This is an optimization exercise on Yosys and OpenROAD, whose aim is small area, not a production implementation.
The RTL was checked by simulation tests, not by an equivalence proof against the original design.
No run shown here takes its clock network from TritonCTS; it comes from the design's own scripts or RTL.
The clock input has no modelled driver; a real chip could not lean on it and would need a root buffer or a full tree.
Power figures rest on the tool's default switching activity, not on a simulated workload.

--- flow/flow/synth_area.tcl ---
# The standard synthesis (synth_recipe.tcl), with one change: the
# combinational mapping runs flow/area.abc, an area-recovery ABC script.
# Registers are mapped by dfflibmap before abc and are left as they are.
proc abc {args} {
  set i [lsearch -exact $args -script]
  if { $i >= 0 } {
    lset args [expr { $i + 1 }] $::env(MY_FLOW_DIR)/area.abc
  }
  yosys abc {*}$args
}
source $::env(MY_WORK_DIR)/synth_recipe.tcl
--- flow/flow/cts_one_buffer.tcl ---
# PRE_CTS_TCL hook: the design has only a few registers, so the clock tree is a
# single clock buffer placed at the centroid of the registers' clock pins.
# clock_tree_synthesis is then a no-op for the rest of the CTS step.
set block [ord::get_db_block]
set sx 0
set sy 0
set n 0
foreach it [[$block findNet clk] getITerms] {
  set inst [$it getInst]
  set box [$inst getBBox]
  set sx [expr { $sx + ([$box xMin] + [$box xMax]) / 2 }]
  set sy [expr { $sy + ([$box yMin] + [$box yMax]) / 2 }]
  incr n
}
set dbu [$block getDbUnitsPerMicron]
set cx [expr { double($sx) / $n / $dbu }]
set cy [expr { double($sy) / $n / $dbu }]
puts "clock: $n sinks, buffer at ($cx, $cy)"
insert_buffer -buffer_cell $::env(MY_CLOCK_BUFFER) -net clk \
  -location [list $cx $cy] -buffer_name clkbuf_root -net_name clknet_root
proc clock_tree_synthesis { args } {
  puts "clock_tree_synthesis skipped: clock buffered by cts_one_buffer.tcl"
  set_propagated_clock [all_clocks]
}
--- flow/flow/area.abc ---
strash
&get -n
&fraig -x
&put
scorr
dc2
dretime
strash
&get -n
&dch -f
&nf -R 1000
&put
--- flow/design.v ---
module top_module(
    input clk,
    input reset,
    input ena,
    output pm,
    output [7:0] hh,
    output [7:0] mm,
    output [7:0] ss);
    reg [3:0] s1;    
    reg [2:0] s10;   
    reg [3:0] m1;    
    reg [2:0] m10;   
    reg [3:0] h1;    
    reg       h10;   
    reg       pm_r;
    wire s1_k = ena & s1[0];
    wire s1_t1 = ena & (s1[0] & ~s1[3]);
    wire s1_t2 = ena & (s1[0] & s1[1]);
    wire s1_co = ena & (s1[0] & s1[3]);
    wire s10_t1 = s1_co & (s10[0] & ~s10[2]);
    wire s10_co = s1_co & (s10[0] & s10[2]);
    wire m1_k = s10_co & m1[0];
    wire m1_t1 = s10_co & (m1[0] & ~m1[3]);
    wire m1_t2 = s10_co & (m1[0] & m1[1]);
    wire m1_co = s10_co & (m1[0] & m1[3]);
    wire m10_t1 = m1_co & (m10[0] & ~m10[2]);
    wire m10_co = m1_co & (m10[0] & m10[2]);
    always @(posedge clk) begin
        if (reset) begin
            s1 <= 4'd0; s10 <= 3'd0; m1 <= 4'd0; m10 <= 3'd0;
            h1 <= 4'd2; h10 <= 1'b1; pm_r <= 1'b0;
        end else begin
            s1[0] <= s1[0] ^ ena;
            s1[1] <= s1[1] ^ s1_t1;
            s1[2] <= s1[2] ^ s1_t2;
            s1[3] <= s1[3] ^ (ena & (s1[0] & (s1[3] | (s1[1] & s1[2]))));
            s10[0] <= s10[0] ^ s1_co;
            s10[1] <= s10[1] ^ s10_t1;
            s10[2] <= s10[2] ^ (s1_co & (s10[0] & (s10[1] | s10[2])));
            m1[0] <= m1[0] ^ s10_co;
            m1[1] <= m1[1] ^ m1_t1;
            m1[2] <= m1[2] ^ m1_t2;
            m1[3] <= m1[3] ^ (s10_co & (m1[0] & (m1[3] | (m1[1] & m1[2]))));
            m10[0] <= m10[0] ^ m1_co;
            m10[1] <= m10[1] ^ m10_t1;
            m10[2] <= m10[2] ^ (m1_co & (m10[0] & (m10[1] | m10[2])));
            h1[0] <= h1[0] ^ m10_co;
            h1[1] <= h1[1] ^ (m10_co & ((h1[0] & ~h1[3]) | (h10 & h1[1])));
            h10 <= h10 ^ (m10_co & ((h1[0] & h1[3]) | (h10 & h1[1])));
            h1[2] <= h1[2] ^ (m10_co & (h1[0] & h1[1]));
            h1[3] <= h1[3] ^ (m10_co & (h1[0] & (h1[3] | (h1[1] & h1[2]))));
            pm_r <= pm_r ^ (m10_co & (h1[0] & h10));
        end
    end
    assign ss = {1'b0, s10, s1};
    assign mm = {1'b0, m10, m1};
    assign hh = {3'b000, h10, h1};
    assign pm = pm_r;
endmodule
--- flow/flow/run.sh ---
#!/bin/bash
# Standard layout (standard.sh) with these changes:
#  - synthesis maps logic with an area-recovery ABC script (flow/area.abc);
#  - port buffers use the smallest buffer, sky130_fd_sc_hd__buf_1;
#  - the clock tree is one clock buffer (flow/cts_one_buffer.tcl);
#  - one tie cell drives all constant outputs.
set -euo pipefail
export MY_WORK_DIR=$PWD
export MY_FLOW_DIR=$PWD/flow
export MY_CLOCK_BUFFER=sky130_fd_sc_hd__clkbuf_8
export BUFFER_PORTS_ARGS="-buffer_cell sky130_fd_sc_hd__buf_1"
export PRE_CTS_TCL=$MY_FLOW_DIR/cts_one_buffer.tcl
export SKIP_REPAIR_TIE_FANOUT=1
bash standard.sh SYNTH_SCRIPT=$MY_FLOW_DIR/synth_area.tcl finish > standard.log 2>&1
--- flow/config.mk ---
export PLATFORM = sky130hd
export DESIGN_NAME = top_module
export DESIGN_NICKNAME = top_module
export VERILOG_FILES = /design/flow/design.v
export SDC_FILE = /design/flow/constraint.sdc
export NUM_CORES = 4
export LEC_CHECK = 0
export CAP_MARGIN = 20
export CORE_AREA = 2.3 2.72 60.72 59.84
export DIE_AREA = 0 0 63 63
export SLEW_MARGIN = 20
--- flow/standard.sh ---
#!/bin/bash
# synth_recipe.tcl (not shown) runs the flow's synth.tcl, then flattens the netlist and writes it again
# the make line also repeats each setting of config.mk as NAME=value (left out here)
make -C /OpenROAD-flow-scripts/flow DESIGN_CONFIG=/design/flow/config.mk WORK_HOME=/design/flow/orfs CLKGATE_MAP_FILE= SYNTH_SCRIPT=/design/flow/synth_recipe.tcl "${@:-finish}"
--- flow/constraint.sdc ---
create_clock -name core_clock -period 5.0 [get_ports {clk}]
set_input_delay 1.0000 -clock core_clock [delete_from_list [all_inputs] [get_ports {clk}]]
set_output_delay 1.0000 -clock core_clock [all_outputs]
set_load 0.01 [all_outputs]
==> results of run 1 <==
## critical path, delay by kind of cell
family	cells	cell delay (ps)
buffers and inverters	1	100
AND/OR/NAND/NOR	8	1790
AO/OA/AOI/OAI	1	30
## where the power goes
| part | switching [uW] | total [uW] | internal, uW |
|---|---|---|---|
| combinational | 6.68 | 9.24 | 2.57 |
| sequential | 1.27 | 162 | 161 |
| clock | 39.5 | 58.3 | 18.8 |
| total | 47.5 | 229 | 182 |
## stage by stage
step                util [%]  std cells  setup WS, ps  hold WS [ps]  cell area, um^2
floorplan                  -         91          2280           494              787
global placement        26.4        153          2000           468              882
detailed placement      26.4        153          1950           481              882
CTS                     26.8        154          2150           498              896
global route            26.8        154          1970           525              896
finish                  26.8        154          2140           498              896
## final timing paths
| path | cells past startpoint | start | end | slack (ps) |
|---|---|---|---|---|
| worst max-delay path | 10 | ena | h10$_SDFF_PP1_ | 2140 |
| worst min-delay path | 2 | m10[1]$_SDFF_PP0_ | m10[2]$_SDFF_PP0_ | 500 |
| worst max register to register | 9 | s1[3]$_SDFF_PP0_ | h10$_SDFF_PP1_ | 2660 |
| worst min register to register | 2 | m10[1]$_SDFF_PP0_ | m10[2]$_SDFF_PP0_ | 500 |
## synthesized netlist by cell type
| cell | number |
|---|---|
| sky130_fd_sc_hd__dfxtp_1 | 20 |
| sky130_fd_sc_hd__a21oi_1 | 14 |
| sky130_fd_sc_hd__nor3_1 | 10 |
| sky130_fd_sc_hd__and3_1 | 8 |
| sky130_fd_sc_hd__nand2_1 | 7 |
| sky130_fd_sc_hd__nor2_1 | 7 |
| sky130_fd_sc_hd__buf_4 | 6 |
| sky130_fd_sc_hd__nand3_1 | 3 |
| sky130_fd_sc_hd__o21a_1 | 3 |
| sky130_fd_sc_hd__a211oi_1 | 2 |
| sky130_fd_sc_hd__a31oi_1 | 2 |
| sky130_fd_sc_hd__and2_0 | 2 |
| sky130_fd_sc_hd__nor2b_1 | 2 |
| sky130_fd_sc_hd__conb_1 | 1 |
| sky130_fd_sc_hd__nand2b_1 | 1 |
| sky130_fd_sc_hd__o21ai_0 | 1 |
| sky130_fd_sc_hd__o21bai_1 | 1 |
| sky130_fd_sc_hd__or3_1 | 1 |
## cells by family after synthesis
group	Yosys count
DFF	20
buffers and inverters	6
AOI/OAI and AO/OA	23
other	1
and+or+nand+nor	41
## state kept, by name (all words and copies together), names as in the netlist
name and count:
pm_r 1, m1 4, h1 4, m10 3, s10 3, h10 1
s1 4
## metal layers
| layer | global-route usage [%] | routed length [um] | up-vias |
|---|---|---|---|
| li1 | - | - | 356 |
| met1 | 10.2 | 735 | 322 |
| met2 | 13.2 | 722 | 16 |
| met3 | 0.901 | 80 | 2 |
| met4 | 0.556 | 10 | 0 |
| met5 | 0 | 0 | - |
## cells in the final DEF, fill, tap and decap left out, drive strengths merged, types with 2 or more instances in the layout
master  count
a21oi      14
nor2        7
and2        2
nor3       10
nor2b       2
and3        8
a211oi      2
nand2       7
nand3       3
buf        22
dfxtp      20
a31oi       2
o21a        3
## cell type report, clock buffers not listed
cell class                 instances  area, um^2
timing repair buffer              22        82.6
tap                               46        57.6
sequential                        20         400
multi-input combinational         65         342
fill                             389        2440
==> impl_results.rst, run 1 <==
.. list-table::
   :header-rows: 1

   * - Metric
     - Value
   * - Run status
     - finished clean
   * - Global-route wire length before repair
     - 2570 um
   * - Hold WC Path Type
     - flop to flop
   * - Top achievable clock speed
     - 0.350 GHz
   * - Number of slew-limit violations in the final report
     - 0
   * - Via-per-instance ratio
     - 4.52
   * - Post-layout nets
     - 113
   * - Most used cell along the critical path
     - sky130_fd_sc_hd__and3_1
   * - Clock latency on the worst-skew pair
     - 170 ps
   * - Die Wd
     - 63 um
   * - Count of final hold-check violations
     - 0
   * - Layout overhead on the synthesized area
     - 13.8%
   * - Post-route DRC
     - 0
   * - IR Drop Worst-Case VDD
     - 0.0000931 V
   * - Initial antenna violation count
     - 0
   * - Clk slew on worst S/H paths
     - 120 ps
   * - Per-cell routed wire length
     - 10.1 um
   * - Total vias in the final route
     - 696
   * - WP data required
     - 5070 ps
   * - Share of layout cells above drive strength 1
     - 0.926%
   * - Dominant combinational cell family by area after synthesis
     - simple AND/OR/NAND/NOR gates
   * - Final setup viols
     - 0
   * - Cell with the biggest individual delay on the critical path
     - sky130_fd_sc_hd__and3_1
   * - Post-detailed-routing wire length
     - 1550 um
   * - Startpoint Class
     - primary input
   * - Number of antenna diodes
     - 0
   * - Sequential-to-total area share from yosys stat
     - 50.9%
   * - Largest net degree at the start of global routing
     - 21
   * - Die Span Y
     - 63 um
   * - Headroom to the max-slew limit
     - 44.0%
   * - Power density relative to cell area
     - 256 nW/um^2
   * - Type of the worst setup path
     - primary input to flop
   * - Placement row count
     - 21
   * - Share of synthesized cell area in and, or, nand and nor gates
     - 26.1%
   * - Total global routing track utilization
     - 7.49%
   * - Synthesized area per cell
     - 8.65 um^2
   * - Post-CTS resize count
     - 0
   * - RSZ-0062 raised after global routing
     - no
   * - Vias in the first global route
     - 584
   * - Count of unique library cells instantiated by Yosys
     - 18
   * - Total power draw
     - 229 uW
   * - Critical path endpoint category
     - flop
   * - Arrival time of data at the critical path endpoint
     - 2920 ps
   * - Biggest area consumer among synthesized cells
     - sky130_fd_sc_hd__dfxtp_1
   * - Core Area
     - 3340 um^2
   * - Critical Path Max Stage Delay
     - 330 ps
   * - Time the worst path needs with I/O delays and setup
     - 2860 ps
   * - Sum Neg Setup Slack
     - 0 ps
   * - Cells after Synth
     - 91
   * - Post-detail-place hpwl
     - 1180 um
   * - Post-CTS setup buffer count
     - 0
   * - Largest cells by area after synthesis
     - sky130_fd_sc_hd__dfxtp_1 (51%), sky130_fd_sc_hd__a21oi_1 (8.9%), sky130_fd_sc_hd__and3_1 (6.4%)
   * - Number of iterations in the first detailed-routing pass
     - 4
   * - Detail Route Antenna Nets
     - 0
   * - Total Die Area
     - 3970 um^2
   * - Drt initial violations
     - 55
   * - Effective utilization at floorplan
     - 23.6%
   * - I/O pin count
     - 28
   * - Number of warnings issued by yosys
     - 1
   * - Combined area of all synthesized cells
     - 787 um^2
   * - Slew at the pin with the worst max-slew slack
     - 840 ps
   * - Complex-gate fraction of the synthesized area
     - 16.9%
   * - Number of register bits inferred by synthesis
     - 20
   * - Number of buffers added on ports
     - 22
   * - Final Cycle Share
     - 57.1%
   * - Largest fanout of any net on the critical path
     - 8
   * - Max cap viols
     - 0
   * - Cell Chain, Critical Path
     - buf_1 -> and3_1 -> and2_0 -> and3_1 -> and3_1 -> and3_1 -> nand2_1 -> nand2_1 -> a31oi_1 -> or3_1
   * - Parity-gate share of the synthesized area counting xor and xnor cells
     - 0%
   * - Syn nets
     - 94
   * - Number of buffers added to fix hold violations after cts
     - 0
   * - Skew final
     - 1.70 ps
   * - Area share of the largest cell type after synthesis
     - 50.9%
   * - Fraction of the mapped netlist area in adder cells
     - 0%
   * - Gpl congestion
     - 0.753
   * - Total congestion overflow
     - 0
   * - Mux cell area share after synthesis
     - 0%
   * - Lkg Pwr
     - 0.000325 uW
==> inputs of run 2 (changes only) <==
--- a/flow/design.v
+++ b/flow/design.v
@@ -33,17 +33,17 @@
             s1[0] <= s1[0] ^ ena;
             s1[1] <= s1[1] ^ s1_t1;
             s1[2] <= s1[2] ^ s1_t2;
-            s1[3] <= s1[3] ^ (ena & (s1[0] & (s1[3] | (s1[1] & s1[2]))));
+            s1[3] <= (s1[3] & ~(ena & s1[0])) | (s1_t2 & s1[2]);
             s10[0] <= s10[0] ^ s1_co;
             s10[1] <= s10[1] ^ s10_t1;
-            s10[2] <= s10[2] ^ (s1_co & (s10[0] & (s10[1] | s10[2])));
+            s10[2] <= (s10[2] & ~(s1_co & s10[0])) | (s10_t1 & s10[1]);
             m1[0] <= m1[0] ^ s10_co;
             m1[1] <= m1[1] ^ m1_t1;
             m1[2] <= m1[2] ^ m1_t2;
-            m1[3] <= m1[3] ^ (s10_co & (m1[0] & (m1[3] | (m1[1] & m1[2]))));
+            m1[3] <= (m1[3] & ~(s10_co & m1[0])) | (m1_t2 & m1[2]);
             m10[0] <= m10[0] ^ m1_co;
             m10[1] <= m10[1] ^ m10_t1;
-            m10[2] <= m10[2] ^ (m1_co & (m10[0] & (m10[1] | m10[2])));
+            m10[2] <= (m10[2] & ~(m1_co & m10[0])) | (m10_t1 & m10[1]);
             h1[0] <= h1[0] ^ m10_co;
             h1[1] <= h1[1] ^ (m10_co & ((h1[0] & ~h1[3]) | (h10 & h1[1])));
             h10 <= h10 ^ (m10_co & ((h1[0] & h1[3]) | (h10 & h1[1])));
--- a/flow/flow/run.sh
+++ b/flow/flow/run.sh
@@ -1,6 +1,7 @@
 #!/bin/bash
 # Standard layout (standard.sh) with these changes:
-#  - synthesis maps logic with an area-recovery ABC script (flow/area.abc);
+#  - synthesis skips adder extraction and maps logic with an area-recovery
+#    ABC script (flow/synth_area.tcl, flow/area.abc);
 #  - port buffers use the smallest buffer, sky130_fd_sc_hd__buf_1;
 #  - the clock tree is one clock buffer (flow/cts_one_buffer.tcl);
 #  - one tie cell drives all constant outputs.
==> flow/flow/area.abc (replaced) <==
strash
dc2
strash
&get -n
&dch -f
&nf -R 1000 -p
&put
mfs3 -a
==> flow/flow/synth_area.tcl (replaced) <==
# The standard synthesis (synth_recipe.tcl), with two changes: half/full
# adder extraction is skipped (the counters' XOR/AND pairs map smaller as
# plain gates), and the combinational mapping runs flow/area.abc, an
# area-recovery ABC script. Registers are mapped by dfflibmap before either
# step and are left as they are.
proc extract_fa {args} {
  puts "extract_fa skipped by synth_area.tcl"
}
proc abc {args} {
  set i [lsearch -exact $args -script]
  if { $i >= 0 } {
    lset args [expr { $i + 1 }] $::env(MY_FLOW_DIR)/area.abc
  }
  yosys abc {*}$args
}
source $::env(MY_WORK_DIR)/synth_recipe.tcl
--- a/flow/config.mk
+++ b/flow/config.mk
@@ -8,4 +8,5 @@
 export CAP_MARGIN = 20
 export CORE_AREA = 2.3 2.72 60.72 59.84
 export DIE_AREA = 0 0 63 63
+export PLACE_DENSITY = 0.9
 export SLEW_MARGIN = 20
==> run 2 against run 1 <==
Combinational power is 2% higher. Fmax rose by 5.1%. Sequential power about the same. Synthesized cell count is 2.2% lower. Routed wire length decreased by 6.1%.
==> impl_results.rst, run 2 <==
.. list-table::
   :header-rows: 1

   * - Metric
     - Value
   * - Number of warnings issued by yosys
     - 1 (unchanged)
   * - Final Cycle Share
     - 54.4% (was 57.1%)
   * - Count of unique library cells instantiated by Yosys
     - 16 (was 18)
   * - Post-detail-place hpwl
     - 1090 um (was 1180 um)
   * - Effective utilization at floorplan
     - 22.8% (was 23.6%)
   * - Detail Route Antenna Nets
     - 0 (unchanged)
   * - I/O pin count
     - 28 (unchanged)
   * - Global-route wire length before repair
     - 2490 um (was 2570 um)
   * - Max cap viols
     - 0 (unchanged)
   * - Post-CTS setup buffer count
     - 0 (unchanged)
   * - Number of instances in the placed design
     - 151 (was 153)
   * - Area after DPL
     - 857 um^2 (was 882 um^2)
   * - Syn nets
     - 92 (was 94)
   * - Total Die Area
     - 3970 um^2 (unchanged)
   * - Per-cell routed wire length
     - 9.57 um (was 10.1 um)
   * - Drt initial violations
     - 10 (was 55)
   * - Biggest area consumer among synthesized cells
     - sky130_fd_sc_hd__dfxtp_1 (unchanged)
   * - Headroom to the max-slew limit
     - 44.3% (was 44.0%)
   * - Sum Neg Setup Slack
     - 0 ps (unchanged)
   * - Type of the worst setup path
     - primary input to flop (unchanged)
   * - Critical path endpoint category
     - flop (unchanged)
   * - Parity-gate share of the synthesized area counting xor and xnor cells
     - 0% (unchanged)
   * - Count of flip-flops with a built-in enable after synthesis
     - 0 (unchanged)
   * - Mux cell area share after synthesis
     - 0% (unchanged)
   * - Sequential-to-total area share from yosys stat
     - 52.5% (was 50.9%)
   * - Top achievable clock speed
     - 0.368 GHz (was 0.350 GHz)
   * - Slew at the pin with the worst max-slew slack
     - 835 ps (was 840 ps)
   * - Post-route cell area
     - 871 um^2 (was 896 um^2)
   * - Post-CTS resize count
     - 0 (unchanged)
   * - Number of buffers added to fix hold violations after cts
     - 0 (unchanged)
   * - Number of slew-limit violations in the final report
     - 0 (unchanged)
   * - Share of layout cells above drive strength 1
     - 0.943% (was 0.926%)
   * - Run status
     - finished clean (unchanged)
   * - Total congestion overflow
     - 0 (unchanged)
   * - Dominant combinational cell family by area after synthesis
     - simple AND/OR/NAND/NOR gates (unchanged)
   * - Crit path max-delay family
     - simple AND/OR/NAND/NOR gates (unchanged)
   * - Cells after Synth
     - 89 (was 91)
   * - Complex-gate fraction of the synthesized area
     - 17.1% (was 16.9%)
   * - RSZ-0062 raised after global routing
     - no (unchanged)
   * - IR Drop Worst-Case VDD
     - 0.000101 V (was 0.0000931 V)
   * - Gpl congestion
     - 0.686 (was 0.753)
   * - Commonest non-fill, non-tap cell in the layout
     - sky130_fd_sc_hd__buf_1 (unchanged)
   * - Skew final
     - 1.52 ps (was 1.70 ps)
   * - Hold WC Path Type
     - flop to flop (unchanged)
   * - Startpoint Class
     - primary input (unchanged)
   * - Critical Path Max Stage Delay
     - 270 ps (was 330 ps)
   * - Vias in the first global route
     - 591 (was 584)
   * - Post-route DRC
     - 0 (unchanged)
   * - Lkg Pwr
     - 0.000297 uW (was 0.000325 uW)
   * - Layout overhead on the synthesized area
     - 14.3% (was 13.8%)
   * - Worst path bufs/invs
     - 3 (was 1)
   * - Top-count cell post-synth
     - sky130_fd_sc_hd__dfxtp_1 (unchanged)
   * - Die Span Y
     - 63 um (unchanged)
   * - Most instantiated flip-flop cell in the synthesis netlist
     - sky130_fd_sc_hd__dfxtp_1 (unchanged)
   * - Post-layout nets
     - 111 (was 113)
   * - Power density relative to cell area
     - 262 nW/um^2 (was 256 nW/um^2)
   * - Number of buffers added on ports
     - 22 (unchanged)
   * - Largest cells by area after synthesis
     - sky130_fd_sc_hd__dfxtp_1 (53%), sky130_fd_sc_hd__a21oi_1 (9.9%), sky130_fd_sc_hd__buf_4 (5.9%) (was sky130_fd_sc_hd__dfxtp_1 (51%), sky130_fd_sc_hd__a21oi_1 (8.9%), sky130_fd_sc_hd__and3_1 (6.4%))
   * - Total global routing track utilization
     - 7.19% (was 7.49%)
   * - Clk slew on worst S/H paths
     - 110 ps (was 120 ps)
   * - Arrival time of data at the critical path endpoint
     - 2790 ps (was 2920 ps)
   * - Async set or reset register ratio after synthesis
     - 0% (unchanged)
   * - Core Area
     - 3340 um^2 (unchanged)
   * - Cell Chain, Critical Path
     - buf_1 -> nand2_1 -> clkinv_1 -> and3_1 -> nand3_1 -> clkinv_1 -> and3_1 -> and3_1 -> and3_1 -> o21a_1 (was buf_1 -> and3_1 -> and2_0 -> and3_1 -> and3_1 -> and3_1 -> nand2_1 -> nand2_1 -> a31oi_1 -> or3_1)
   * - Time the worst path needs with I/O delays and setup
     - 2720 ps (was 2860 ps)
   * - Placement row count
     - 21 (unchanged)
   * - Number of antenna diodes
     - 0 (unchanged)
   * - Die Wd
     - 63 um (unchanged)
   * - Largest fanout of any net on the critical path
     - 8 (unchanged)
   * - Number of register bits inferred by synthesis
     - 20 (unchanged)
   * - Clock latency on the worst-skew pair
     - 170 ps (about the same)
   * - WP data required
     - 5080 ps (was 5070 ps)
   * - Top flop regs
     - h1 (4), m1 (4), s1 (4) (unchanged)
   * - Count of final hold-check violations
     - 0 (unchanged)
   * - Top library cells by usage in the layout, fill and taps aside
     - sky130_fd_sc_hd__buf_1 (22), sky130_fd_sc_hd__dfxtp_1 (20), sky130_fd_sc_hd__a21oi_1 (15) (was sky130_fd_sc_hd__buf_1 (22), sky130_fd_sc_hd__dfxtp_1 (20), sky130_fd_sc_hd__a21oi_1 (14))
   * - Combined area of all synthesized cells
     - 762 um^2 (was 787 um^2)
   * - Post-detailed-routing wire length
     - 1450 um (was 1550 um)
   * - Via-per-instance ratio
     - 4.32 (was 4.52)
   * - Area share of the largest cell type after synthesis
     - 52.5% (was 50.9%)
   * - Final instance count without filler cells
     - 152 (was 154)
   * - Most instantiated cells after synthesis
     - sky130_fd_sc_hd__dfxtp_1 (20), sky130_fd_sc_hd__a21oi_1 (15), sky130_fd_sc_hd__nand2_1 (8) (was sky130_fd_sc_hd__dfxtp_1 (20), sky130_fd_sc_hd__a21oi_1 (14), sky130_fd_sc_hd__nor3_1 (10))
   * - Final worst-path setup slack
     - 2280 ps (was 2140 ps)
   * - Most used cell along the critical path
     - sky130_fd_sc_hd__and3_1 (unchanged)
   * - Cell with the biggest individual delay on the critical path
     - sky130_fd_sc_hd__and3_1 (unchanged)
   * - Synthesized area per cell
     - 8.56 um^2 (was 8.65 um^2)
   * - Initial antenna violation count
     - 0 (unchanged)
   * - Largest net degree at the start of global routing
     - 21 (unchanged)
   * - Final setup viols
     - 0 (unchanged)
   * - Share of synthesized cell area in and, or, nand and nor gates
     - 23.0% (was 26.1%)
   * - Minimum setup slack after placement
     - 2110 ps (was 1950 ps)
   * - Fraction of the mapped netlist area in adder cells
     - 0% (unchanged)
   * - Number of iterations in the first detailed-routing pass
     - 4 (unchanged)
   * - Total vias in the final route
     - 656 (was 696)
run 2: kinds of logic (layout without fill, tap and decap cells):
kind of cell / count (synthesis) / after routing
buffers and inverters: 8 / 25
flip-flops: 20 / 20
AND/OR/NAND/NOR: 36 / 36
AO/OA/AOI/OAI: 24 / 24
other: 1 / 1
run 2: worst register-to-register path, cell delays in order, from the launching register on:
cell and delay, ps:
sky130_fd_sc_hd__dfxtp_1 340, sky130_fd_sc_hd__nand2_1 110, sky130_fd_sc_hd__clkinv_1 160, sky130_fd_sc_hd__and3_1 250
sky130_fd_sc_hd__nand3_1 130, sky130_fd_sc_hd__clkinv_1 160, sky130_fd_sc_hd__and3_1 260, sky130_fd_sc_hd__and3_1 270
sky130_fd_sc_hd__and3_1 220, sky130_fd_sc_hd__o21a_1 160
run 2: layer usage:
metal  global-route usage, %  part of all wire, %  wire [um]  vias to the layer above
met5                       0                    0          0                        -
met4                    1.11                  1.9         27                        0
met3                    1.80                  6.7         98                        2
met2                    12.9                   44        637                       13
met1                    8.73                   48        691                      295
li1                        -                    -          -                      346
run 2: area by class of cell, clock buffers not listed:
| type | instances | area (um^2) |
|---|---|---|
| multi-input cells | 61 | 309 |
| fillers | 363 | 2470 |
| flip-flops and latches | 20 | 400 |
| inverters | 2 | 7.51 |
| well taps | 46 | 57.6 |
| repair buffers | 22 | 82.6 |
run 2: final timing paths:
path                                       start          endpoint  slack, ps  cells past startpoint
worst min-delay path            s1[0]$_SDFF_PP0_  s1[0]$_SDFF_PP0_        500                      2
worst min register to register  s1[0]$_SDFF_PP0_  s1[0]$_SDFF_PP0_        500                      2
worst max register to register  s1[0]$_SDFF_PP0_  h1[3]$_SDFF_PP0_       2850                      9
worst max-delay path                         ena  h1[3]$_SDFF_PP0_       2280                     10
run 2: power by group:
group,switching [uW],leakage (uW),internal (uW)
logic,7.10,0.000128,2.33
registers,1.15,0.000162,161
clock network,38.3,0.00000719,18.7
total,46.6,0.000297,182
run 2: stage by stage:
stage | hold WS, ps | util [%] | total power (uW)
final | 500 | 26.1 | 228
after global routing | 539 | 26.1 | 239
after CTS | 503 | 26.1 | 232
after detailed placement | 482 | 25.7 | 175
after global placement | 472 | 25.7 | 175
after floorplan | 487 | - | 173

-- afterwards: timing with drivers on the ports --
The flow's constraints put no driver on any port. The routed layouts listed below were extracted and timed again, unchanged, in two steps.
Step 1 (the two cells are an assumption about what drives the block):
set clk [get_ports {clk}]
set_driving_cell -lib_cell sky130_fd_sc_hd__clkbuf_16 $clk
set_driving_cell -lib_cell sky130_fd_sc_hd__buf_2 [delete_from_list [all_inputs] $clk]
Step 2 moves the port delays by t, midway between the first and last clock arrival at a register: inputs arrive t later, outputs are due t later. That takes back most of the time a late clock gives input paths.
a / b / c = ideal ports / drivers / drivers and shift; a / b = the first two.
| run | t (ns) | setup WS [ns] | hold WS [ns] | latest minus earliest clock arrival (ns) | cell pins on the clock port's net |
|---|---|---|---|---|---|
| run 1 | 0.192 | 2.143 / 2.141 / 1.950 | 0.498 / 0.498 / 0.498 | 0.002 / 0.001 | 1 |
| run 2 | 0.190 | 2.282 / 2.288 / 2.098 | 0.500 / 0.500 / 0.500 | 0.001 / 0.002 | 1 |
After both steps setup and hold are still met in every run listed. The setup slack of run 1, which loses most, moves by -0.002 ns with the drivers and by -0.193 ns with both steps.
